This design comes from an exercise in tuning for a short achievable clock period and few clock cycles on the open sky130 flow, not from production work. RTL that was checked went through simulation tests only; none was proved equivalent to the original. Power and IR drop assume default switching activity.

==> flow/design.v (excerpt) <==
module riscv_processor(clk, rst, imem_addr, imem_rdata, dmem_addr, dmem_wdata, dmem_we, dmem_rdata);
    input clk, rst;
    output [31:0] imem_addr;
    input  [31:0] imem_rdata;
    output [31:0] dmem_addr;
    output [31:0] dmem_wdata;
    output dmem_we;
    input  [31:0] dmem_rdata;
    localparam NB = 4;
    reg [31:0] fa;                   
    reg [31:0] fa_o;                 
    reg        f2v;                  
    reg [31:0] f2pc;
    reg        f2pt;                 
    reg [NB-1:0] f2hv;               
    reg        skv;                  
    reg [31:0] sk, skpc;
    reg        skpt;
    reg [NB-1:0] skhv;
    reg        dv;                   
    reg [31:0] ir, dpc;
    reg        dpt;
    reg [NB-1:0] dhv;
    reg        c1E, c1M, c1W, c1X, c2E, c2M, c2W, c2X;
    reg [NB-1:0] bv;
    reg [31:0] btag [0:NB-1];
    reg [31:0] btgt [0:NB-1];
    reg [NB-1:0] bptr;               
    reg        u_alloc;              
    reg [NB-1:0] u_inval;
    reg [31:0] u_pc, u_tgt;
    reg [31:0] epc;
    reg [NB-1:0] ehv;
    reg [31:0] ea, eb, es, eimm, epc4, ebt;
    reg        e_sub, e_rsum, e_rand, e_ror, e_rslt, e_rimm, e_rlink;
    reg        e_br, e_bne, e_pred, e_jalr, e_load, e_store, e_we, e_jal;
    reg        e_addi;                              
    reg        e_t4;                                
    reg [31:0] e_nimm;                              
    reg [4:0]  erd;
    reg [31:0] mres, mwd;                           
    reg        mst, mload, mwe;
  ...
Size in the first run: ~2100 flip-flops, about 160 I/O pins, ~94000 um^2 of cells after synthesis.
==> flow/config.mk <==
export PLATFORM = sky130hd
export DESIGN_NAME = riscv_processor
export DESIGN_NICKNAME = riscv_processor
export VERILOG_FILES = /design/flow/design.v
export SDC_FILE = /design/flow/constraint.sdc
export NUM_CORES = 4
export LEC_CHECK = 0
export ABC_CLOCK_PERIOD_IN_PS = 3000
export CAP_MARGIN = 20
export CORE_MARGIN = 2
export CORE_UTILIZATION = 60
export CTS_CLUSTER_DIAMETER = 100
export CTS_CLUSTER_SIZE = 22
export PLACE_DENSITY = 0.75
export SETUP_SLACK_MARGIN = 5
export SLEW_MARGIN = 20
==> flow/constraint.sdc <==
create_clock -name core_clock -period 12.0 [get_ports {clk}]
set_input_delay 2.4000 -clock core_clock [delete_from_list [all_inputs] [get_ports {clk}]]
set_output_delay 2.4000 -clock core_clock [all_outputs]
set_load 0.01 [all_outputs]
standard.sh (not shown) runs the stock make flow with config.mk's settings and CLKGATE_MAP_FILE= SYNTH_SCRIPT=/design/flow/synth_recipe.tcl, a recipe that flattens the netlist after the stock synthesis.
==> flow/flow/run.sh <==
#!/bin/bash
set -euo pipefail
cd "$(dirname "$0")/.."
bash standard.sh SETUP_SLACK_MARGIN=8.8 "BUFFER_PORTS_ARGS=-buffer_cell sky130_fd_sc_hd__buf_4" finish > standard.log 2>&1
Rerun with:
--- a/flow/design.v
+++ b/flow/design.v
@@ -5,14 +5,15 @@
     output [31:0] dmem_addr;
     output [31:0] dmem_wdata;
     output dmem_we;
     input  [31:0] dmem_rdata;
     localparam NB = 4;
     reg [31:0] fa;                   
     reg [31:0] fa_o;                 
+    reg [31:0] fa_b;                 
     reg        f2v;                  
     reg [31:0] f2pc;
     reg        f2pt;                 
     reg [NB-1:0] f2hv;               
     reg        skv;                  
     reg [31:0] sk, skpc;
     reg        skpt;
@@ -127,15 +128,15 @@
     wire [31:0] tgtD = d_des ? dbt : dpc4;
     reg [NB-1:0] hv;
     reg [31:0] btarget;
     integer k;
     always @(*) begin
         btarget = 32'd0;
         for (k = 0; k < NB; k = k + 1) begin
-            hv[k] = bv[k] & (btag[k] == fa);
+            hv[k] = bv[k] & (btag[k] == fa_b);
             btarget = btarget | ({32{hv[k]}} & btgt[k]);
         end
     end
     wire bhit = |hv;
     wire flush = redirE | redirD;
     wire issue = dv & ~stallD & ~redirE;
     assign imem_addr = fa_o;
@@ -151,27 +152,26 @@
                 if (~skv) skv <= f2v;
             end else begin
                 skv <= 1'b0;
                 dv  <= skv | f2v;
             end
         end
     end
-    wire redirD_nE = dv & ~stallD & ~d_t4 & (d_des ^ dpt);
-    wire [31:0] fa_nD = redirD_nE ? tgtD : (stallD ? fa : (bhit ? btarget : fa + 32'd4));
-    wire [31:0] fa_bT = (e_pred | e_t4) ? fa_nD : ebt;      
-    wire [31:0] fa_bN = (e_pred & ~e_t4) ? epc4 : fa_nD;    
-    wire [31:0] fa_n = e_jalr ? jt : (e_br ? (taken ? fa_bT : fa_bN) : fa_nD);
+    wire [31:0] fa_n = redirE ? tgtE : (redirD ? tgtD : (stallD ? fa : (bhit ? btarget : fa + 32'd4)));
     always @(posedge clk or posedge rst) begin
         if (rst) fa <= 32'd0;
         else     fa <= fa_n;
     end
     always @(posedge clk) begin
         if (rst) fa_o <= 32'd0;
         else     fa_o <= fa_n;
     end
+    always @(posedge clk) begin
+        fa_b <= fa_n;
+    end
     wire [31:0] nir = skv ? sk : imem_rdata;
     always @(posedge clk) begin
         if (stallD) begin
             c1E <= 1'b0; c1M <= c1E; c1W <= c1M; c1X <= c1W;
             c2E <= 1'b0; c2M <= c2E; c2W <= c2M; c2X <= c2W;
         end else begin
             c1E <= nir[19:15] == rd;  c1M <= nir[19:15] == erd;
Outcome: The new run produced a clean layout; area after synthesis goes up by 0.42%; die area rises by 0.42%; non-clock buffer count is lower by 134; critical path depth grows by 15; first-iteration DRC count shrinks by 16%; core utilization came out lower by 1.1 points; design area is lower by 1.4%; via count went down by 3.4%; sequential share of layout area increases by 1.3 points; sequential cell count climbs by 32; clock power rose by about 1%.
No run of this note included a check of the RTL's function; only the layout flow was run.

---

## job 101
The RTL this note starts from:
==> flow/design.v <==
module riscv_processor(clk, rst, imem_addr, imem_rdata, dmem_addr, dmem_wdata, dmem_we, dmem_rdata);
    input clk, rst;
    output [31:0] imem_addr;
    input  [31:0] imem_rdata;
    output [31:0] dmem_addr;
    output [31:0] dmem_wdata;
    output dmem_we;
    input  [31:0] dmem_rdata;
    localparam NB = 4;
    reg [31:0] fa;                   
    reg [31:0] fa_o;                 
    reg        f2v;                  
    reg [31:0] f2pc;
    reg        f2pt;                 
    reg [NB-1:0] f2hv;               
    reg        skv;                  
    reg [31:0] sk, skpc;
    reg        skpt;
    reg [NB-1:0] skhv;
    reg        dv;                   
    reg [31:0] ir, dpc;
    reg        dpt;
    reg [NB-1:0] dhv;
    reg [NB-1:0] bv;
    reg [31:0] btag [0:NB-1];
    reg [31:0] btgt [0:NB-1];
    reg [NB-1:0] bptr;               
    reg        u_alloc;              
    reg [NB-1:0] u_inval;
    reg [31:0] u_pc, u_tgt;
    reg [31:0] epc;
    reg [NB-1:0] ehv;
    reg [31:0] ea, eb, es, eimm, epc4, ebt;
    reg        e_sub, e_rsum, e_rand, e_ror, e_rslt, e_rimm, e_rlink;
    reg        e_br, e_bne, e_pred, e_jalr, e_load, e_store, e_we, e_jal;
    reg        e_addi;                              
    reg [31:0] e_nimm;                              
    reg [4:0]  erd;
    reg [31:0] mres, mwd;                           
    reg        mst, mload, mwe;
    reg [4:0]  mrd;
    reg [31:0] wres;                                
    reg        wload, wwe;
    reg [4:0]  wrd;
    reg [31:0] wbv;                                 
    reg        w2we;
    reg [4:0]  w2rd;
    wire [31:0] res;                                
    reg [31:0] rf [1:31];
    reg [31:1] rv;                                  
    wire [4:0] dop = ir[6:2];
    wire d_R  = dop == 5'b01100;
    wire d_I  = dop == 5'b00100;
    wire d_L  = dop == 5'b00000;
    wire d_S  = dop == 5'b01000;
    wire d_B  = dop == 5'b11000;
    wire d_J  = dop == 5'b11011;
    wire d_JR = dop == 5'b11001;
    wire d_U  = dop == 5'b01101;
    wire [2:0] f3 = ir[14:12];
    wire [4:0] rs1 = ir[19:15];
    wire [4:0] rs2 = ir[24:20];
    wire [4:0] rd  = ir[11:7];
    wire use1 = d_R | d_I | d_L | d_S | d_B | d_JR;
    wire use2 = d_R | d_S | d_B;
    wire d_bimm = d_I | d_L | d_S | d_JR | d_U;
    wire d_we = (d_R | d_I | d_L | d_J | d_JR | d_U) & (rd != 5'd0);
    wire [31:0] immI = {{20{ir[31]}}, ir[31:20]};
    wire [31:0] immS = {{20{ir[31]}}, ir[31:25], ir[11:7]};
    wire [31:0] immB = {{20{ir[31]}}, ir[7], ir[30:25], ir[11:8], 1'b0};
    wire [31:0] immJ = {{12{ir[31]}}, ir[19:12], ir[20], ir[30:21], 1'b0};
    wire [31:0] immU = {ir[31:12], 12'b0};
    wire [31:0] dimm = d_S ? immS : (d_U ? immU : immI);
    wire [31:0] dbtJ = dpc + immJ;
    wire [31:0] dbtB = dpc + immB;
    wire [31:0] dbt  = ({32{d_J}} & dbtJ) | ({32{~d_J}} & dbtB);    
    wire [31:0] dpc4 = dpc + 32'd4;
    wire [31:0] rv0 = {rv, 1'b0};
    wire [31:0] rf1 = rv0[rs1] ? rf[rs1] : 32'd0;
    wire [31:0] rf2 = rv0[rs2] ? rf[rs2] : 32'd0;
    wire hE1 = e_we & (erd == rs1);
    wire hM1 = mwe  & (mrd == rs1);
    wire hW1 = wwe  & (wrd == rs1);
    wire hX1 = w2we & (w2rd == rs1);
    wire hE2 = e_we & (erd == rs2);
    wire hM2 = mwe  & (mrd == rs2);
    wire hW2 = wwe  & (wrd == rs2);
    wire hX2 = w2we & (w2rd == rs2);
    wire st1 = use1 & ((hE1 & e_load) | (~hE1 & hM1 & mload));
    wire st2 = use2 & ((hE2 & e_load) | (~hE2 & hM2 & mload));
    wire stallD = dv & (st1 | st2);
    wire [31:0] wbv_n = wload ? dmem_rdata : wres;
    wire [31:0] dA = hE1 ? res : hM1 ? mres : hW1 ? wbv_n : hX1 ? wbv : rf1;
    wire [31:0] dB = hE2 ? res : hM2 ? mres : hW2 ? wbv_n : hX2 ? wbv : rf2;
    wire d_sub = (d_R & (f3 == 3'b000) & ir[30]) | ((d_R | d_I) & (f3 == 3'b010));
    wire [31:0] A  = ea;
    wire [31:0] B  = eb;
    wire [33:0] s34 = {1'b0, A, 1'b1} + {1'b0, B, e_sub};
    wire [31:0] jt = A + eimm;
    wire [31:0] sum = s34[32:1];
    wire lt = ~s34[33];
    assign res = ({32{e_rsum}} & sum) | ({32{e_rand}} & (A & B)) | ({32{e_ror}} & (A | B)) |
                      {31'd0, e_rslt & lt} | ({32{e_rimm}} & eimm) | ({32{e_rlink}} & epc4);
    wire eq = (A == B);
    wire taken = e_br & (eq ^ e_bne);
    wire redirE = (e_br & (taken ^ e_pred)) | e_jalr;
    wire [31:0] tgtE = e_jalr ? jt : (e_pred ? epc4 : ebt);
    wire fz = d_B & e_addi & (((rs1 == erd) & (rs2 == 5'd0)) | ((rs1 == 5'd0) & (rs2 == erd)));
    wire fz_taken = (ea == e_nimm) ^ ir[12];
    wire spred = ir[31] | (~ir[12] & (rs1 == rs2));
    wire d_des = d_J | (d_B & (fz ? fz_taken : (dpt | spred)));
    wire redirD = dv & ~stallD & ~redirE & (d_des ^ dpt);
    wire [31:0] tgtD = d_des ? dbt : dpc4;
    reg [NB-1:0] hv;
    reg [31:0] btarget;
    integer k;
    always @(*) begin
        btarget = 32'd0;
        for (k = 0; k < NB; k = k + 1) begin
            hv[k] = bv[k] & (btag[k] == fa);
            btarget = btarget | ({32{hv[k]}} & btgt[k]);
        end
    end
    wire bhit = |hv;
    wire flush = redirE | redirD;
    wire issue = dv & ~stallD & ~redirE;
    assign imem_addr = fa_o;
    always @(posedge clk or posedge rst) begin
        if (rst) begin
            f2v <= 1'b0; skv <= 1'b0; dv <= 1'b0;
        end else begin
            f2v  <= ~flush & ~stallD;
            if (flush) begin
                skv <= 1'b0;
                dv  <= 1'b0;
            end else if (stallD) begin
                if (~skv) skv <= f2v;
            end else begin
                skv <= 1'b0;
                dv  <= skv | f2v;
            end
        end
    end
    wire [31:0] fa_n = redirE ? tgtE : (redirD ? tgtD : (stallD ? fa : (bhit ? btarget : fa + 32'd4)));
    always @(posedge clk or posedge rst) begin
        if (rst) fa <= 32'd0;
        else     fa <= fa_n;
    end
    always @(posedge clk) begin
        if (rst) fa_o <= 32'd0;
        else     fa_o <= fa_n;
    end
    always @(posedge clk) begin
        f2pc <= fa;
        f2pt <= bhit;
        f2hv <= hv;
        if (stallD) begin
            if (~skv) begin
                sk   <= imem_rdata;
                skpc <= f2pc;
                skpt <= f2pt;
                skhv <= f2hv;
            end
        end else begin
            ir  <= skv ? sk : imem_rdata;
            dpc <= skv ? skpc : f2pc;
            dpt <= skv ? skpt : f2pt;
            dhv <= skv ? skhv : f2hv;
        end
    end
    always @(posedge clk or posedge rst) begin
        if (rst) begin
            e_br <= 1'b0; e_jalr <= 1'b0; e_load <= 1'b0; e_store <= 1'b0; e_we <= 1'b0;
            e_jal <= 1'b0; e_addi <= 1'b0;
        end else begin
            e_jal   <= issue & d_J;
            e_br    <= issue & d_B;
            e_jalr  <= issue & d_JR;
            e_load  <= issue & d_L;
            e_store <= issue & d_S;
            e_we    <= issue & d_we;
            e_addi  <= issue & d_we & d_I & (f3 == 3'b000);
        end
    end
    always @(posedge clk) begin
        begin
            ea   <= dA;
            eb   <= (d_bimm ? dimm : dB) ^ {32{d_sub}};
            es   <= dB;
            eimm <= dimm;
            epc4 <= dpc4;
            ebt  <= dbt;
            e_sub   <= d_sub;
            e_rsum  <= ((d_R | d_I) & (f3 == 3'b000)) | d_L | d_S;
            e_rand  <= (d_R | d_I) & (f3 == 3'b111);
            e_ror   <= (d_R | d_I) & (f3 == 3'b110);
            e_rslt  <= (d_R | d_I) & (f3 == 3'b010);
            e_rimm  <= d_U;
            e_rlink <= d_J | d_JR;
            e_bne   <= ir[12];
            e_pred  <= d_des;
            e_nimm  <= 32'd0 - immI;
            epc     <= dpc;
            ehv     <= dhv;
            erd     <= rd;
        end
    end
    reg [31:0] maddr;
    assign dmem_addr  = maddr;
    assign dmem_wdata = mwd;
    assign dmem_we    = mst;
    always @(posedge clk or posedge rst) begin
        if (rst) begin
            mload <= 1'b0; mwe <= 1'b0;
            wload <= 1'b0; wwe <= 1'b0; w2we <= 1'b0;
        end else begin
            mload <= e_load;
            mwe   <= e_we;
            wload <= mload;
            wwe   <= mwe;
            w2we  <= wwe;
        end
    end
    always @(posedge clk) begin
        mst <= ~rst & e_store;
    end
    always @(posedge clk) begin
        maddr <= rst ? 32'd0 : res;
    end
    always @(posedge clk) begin
        mres <= res;
        mwd  <= es;
        mrd  <= erd;
        wres <= mres;
        wrd  <= mrd;
        wbv  <= wbv_n;
        w2rd <= wrd;
    end
    reg [NB-1:0] upres;
    always @(*) begin
        for (k = 0; k < NB; k = k + 1) upres[k] = bv[k] & (btag[k] == u_pc);
    end
    always @(posedge clk or posedge rst) begin
        if (rst) begin
            u_alloc <= 1'b0; u_inval <= {NB{1'b0}};
            bv <= {NB{1'b0}}; bptr <= {{(NB-1){1'b0}}, 1'b1};
        end else begin
            u_alloc <= (taken | e_jal) & ~|ehv;
            u_inval <= (e_br & ~taken) ? ehv : {NB{1'b0}};
            if (u_alloc & ~|upres) begin
                bv   <= (bv & ~u_inval) | bptr;
                bptr <= {bptr[NB-2:0], bptr[NB-1]};
            end else begin
                bv   <= bv & ~u_inval;
            end
        end
    end
    always @(posedge clk) begin
        u_pc  <= epc;
        u_tgt <= ebt;
        for (k = 0; k < NB; k = k + 1)
            if (u_alloc & ~|upres & bptr[k]) begin
                btag[k] <= u_pc;
                btgt[k] <= u_tgt;
            end
    end
    always @(posedge clk or posedge rst) begin
        if (rst) rv <= 31'd0;
        else if (w2we) rv[w2rd] <= 1'b1;
    end
    always @(posedge clk) begin
        if (w2we) rf[w2rd] <= wbv;
    end
endmodule
clock: 12.0 ns
lec_check: 0
abc_clock_period_in_ps: 3000
cap_margin: 20
core_margin: 2
core_utilization: 60
setup_slack_margin: 5
slew_margin: 20
Scripts as last shown in full above: flow/flow/run.sh
Testbench counts of job 101, summed over its fixed seeds: cycles 131,336.
Here is what was changed in the inputs of job 102 compared with job 101.
-- flow/design.v --
<<< job 101, line 22
    reg        dpt;
    reg [NB-1:0] dhv;
    reg [NB-1:0] bv;
    reg [31:0] btag [0:NB-1];
>>> job 102, line 22
    reg        dpt;
    reg [NB-1:0] dhv;
    reg        c1E, c1M, c1W, c1X, c2E, c2M, c2W, c2X;
    reg [NB-1:0] bv;
    reg [31:0] btag [0:NB-1];
<<< job 101, line 79
    wire [31:0] rf1 = rv0[rs1] ? rf[rs1] : 32'd0;
    wire [31:0] rf2 = rv0[rs2] ? rf[rs2] : 32'd0;
    wire hE1 = e_we & (erd == rs1);
    wire hM1 = mwe  & (mrd == rs1);
    wire hW1 = wwe  & (wrd == rs1);
    wire hX1 = w2we & (w2rd == rs1);
    wire hE2 = e_we & (erd == rs2);
    wire hM2 = mwe  & (mrd == rs2);
    wire hW2 = wwe  & (wrd == rs2);
    wire hX2 = w2we & (w2rd == rs2);
    wire st1 = use1 & ((hE1 & e_load) | (~hE1 & hM1 & mload));
    wire st2 = use2 & ((hE2 & e_load) | (~hE2 & hM2 & mload));
>>> job 102, line 80
    wire [31:0] rf1 = rv0[rs1] ? rf[rs1] : 32'd0;
    wire [31:0] rf2 = rv0[rs2] ? rf[rs2] : 32'd0;
    wire hE1 = e_we & c1E;
    wire hM1 = mwe  & c1M;
    wire hW1 = wwe  & c1W;
    wire hX1 = w2we & c1X;
    wire hE2 = e_we & c2E;
    wire hM2 = mwe  & c2M;
    wire hW2 = wwe  & c2W;
    wire hX2 = w2we & c2X;
    wire st1 = use1 & ((hE1 & e_load) | (~hE1 & hM1 & mload));
    wire st2 = use2 & ((hE2 & e_load) | (~hE2 & hM2 & mload));
<<< job 101, line 106
    wire redirE = (e_br & (taken ^ e_pred)) | e_jalr;
    wire [31:0] tgtE = e_jalr ? jt : (e_pred ? epc4 : ebt);
    wire fz = d_B & e_addi & (((rs1 == erd) & (rs2 == 5'd0)) | ((rs1 == 5'd0) & (rs2 == erd)));
    wire fz_taken = (ea == e_nimm) ^ ir[12];
    wire spred = ir[31] | (~ir[12] & (rs1 == rs2));
>>> job 102, line 107
    wire redirE = (e_br & (taken ^ e_pred)) | e_jalr;
    wire [31:0] tgtE = e_jalr ? jt : (e_pred ? epc4 : ebt);
    wire fz = d_B & e_addi & ((c1E & (rs2 == 5'd0)) | ((rs1 == 5'd0) & c2E));
    wire fz_taken = (ea == e_nimm) ^ ir[12];
    wire spred = ir[31] | (~ir[12] & (rs1 == rs2));
<<< job 101, line 151
        else     fa_o <= fa_n;
    end
    always @(posedge clk) begin
        f2pc <= fa;
>>> job 102, line 152
        else     fa_o <= fa_n;
    end
    wire [31:0] nir = skv ? sk : imem_rdata;
    always @(posedge clk) begin
        if (stallD) begin
            c1E <= 1'b0; c1M <= c1E; c1W <= c1M; c1X <= c1W;
            c2E <= 1'b0; c2M <= c2E; c2W <= c2M; c2X <= c2W;
        end else begin
            c1E <= nir[19:15] == rd;  c1M <= nir[19:15] == erd;
            c1W <= nir[19:15] == mrd; c1X <= nir[19:15] == wrd;
            c2E <= nir[24:20] == rd;  c2M <= nir[24:20] == erd;
            c2W <= nir[24:20] == mrd; c2X <= nir[24:20] == wrd;
        end
    end
    always @(posedge clk) begin
        f2pc <= fa;
<<< job 101, line 163
            end
        end else begin
            ir  <= skv ? sk : imem_rdata;
            dpc <= skv ? skpc : f2pc;
            dpt <= skv ? skpt : f2pt;
>>> job 102, line 176
            end
        end else begin
            ir  <= nir;
            dpc <= skv ? skpc : f2pc;
            dpt <= skv ? skpt : f2pt;
==> comparison <==
- Compared with job 101, in job 102 number of design rule violations left after detail routing has remained practically unchanged, count of buffers added by post-CTS timing repair for setup has increased, register-to-register slack has increased.
- Of the two values seen for capture point of the critical path, imem_addr[5] was produced by job 102 and eb[28]$_DFF_P_ by job 101.
- Diff job 101 -> job 102: final standard cell area without fillers -0.42%, met3 track demand over resource about even, flip-flop and latch count now larger, via count shrank by 1905, area taken by flip-flops and latches now sits higher.
- The ratio of routed vias to standard cells number comes out higher for job 101 vs job 102.
Testbench counts of job 102, summed over its fixed seeds: cycles 131,336.

==> what the ideal ports hide <==
No port has a modelled driver above. Below, the same layouts with a new extraction and two added sets of constraints. Step 1 (the two cells are an assumption about what drives the block):
set clk [get_ports {clk}]
set_driving_cell -lib_cell sky130_fd_sc_hd__clkbuf_16 $clk
set_driving_cell -lib_cell sky130_fd_sc_hd__buf_2 [delete_from_list [all_inputs] $clk]
Step 2 times the ports against the registers' clock, not the clock port: input delays grow and output delays shrink by t, the midpoint of the rising clock arrivals with the driver on. Three values: no drivers, after step 1, after step 2; two values: the first two.
run	t (ns)	slack for setup (ns)	worst hold slack (ns)	worst setup path at the end	clock arrival spread, ns
the first run of note 1	0.875	8.218 / 8.130 / 7.838	0.323 / 0.323 / 0.323	input to register	0.046 / 0.046
the second run of note 1	0.874	8.268 / 8.185 / 7.834	0.325 / 0.325 / 0.325	input to register	0.030 / 0.030
job 101	0.899	8.189 / 8.189 / 7.524	0.321 / 0.321 / 0.321	input to register	0.056 / 0.056
job 102	0.919	8.236 / 8.155 / 7.789	0.302 / 0.302 / 0.302	input to register	0.033 / 0.033
After both steps every run listed still meets setup and hold. The setup slack of job 101, which loses most, moves by 0.000 ns with the drivers and by -0.665 ns with both steps.
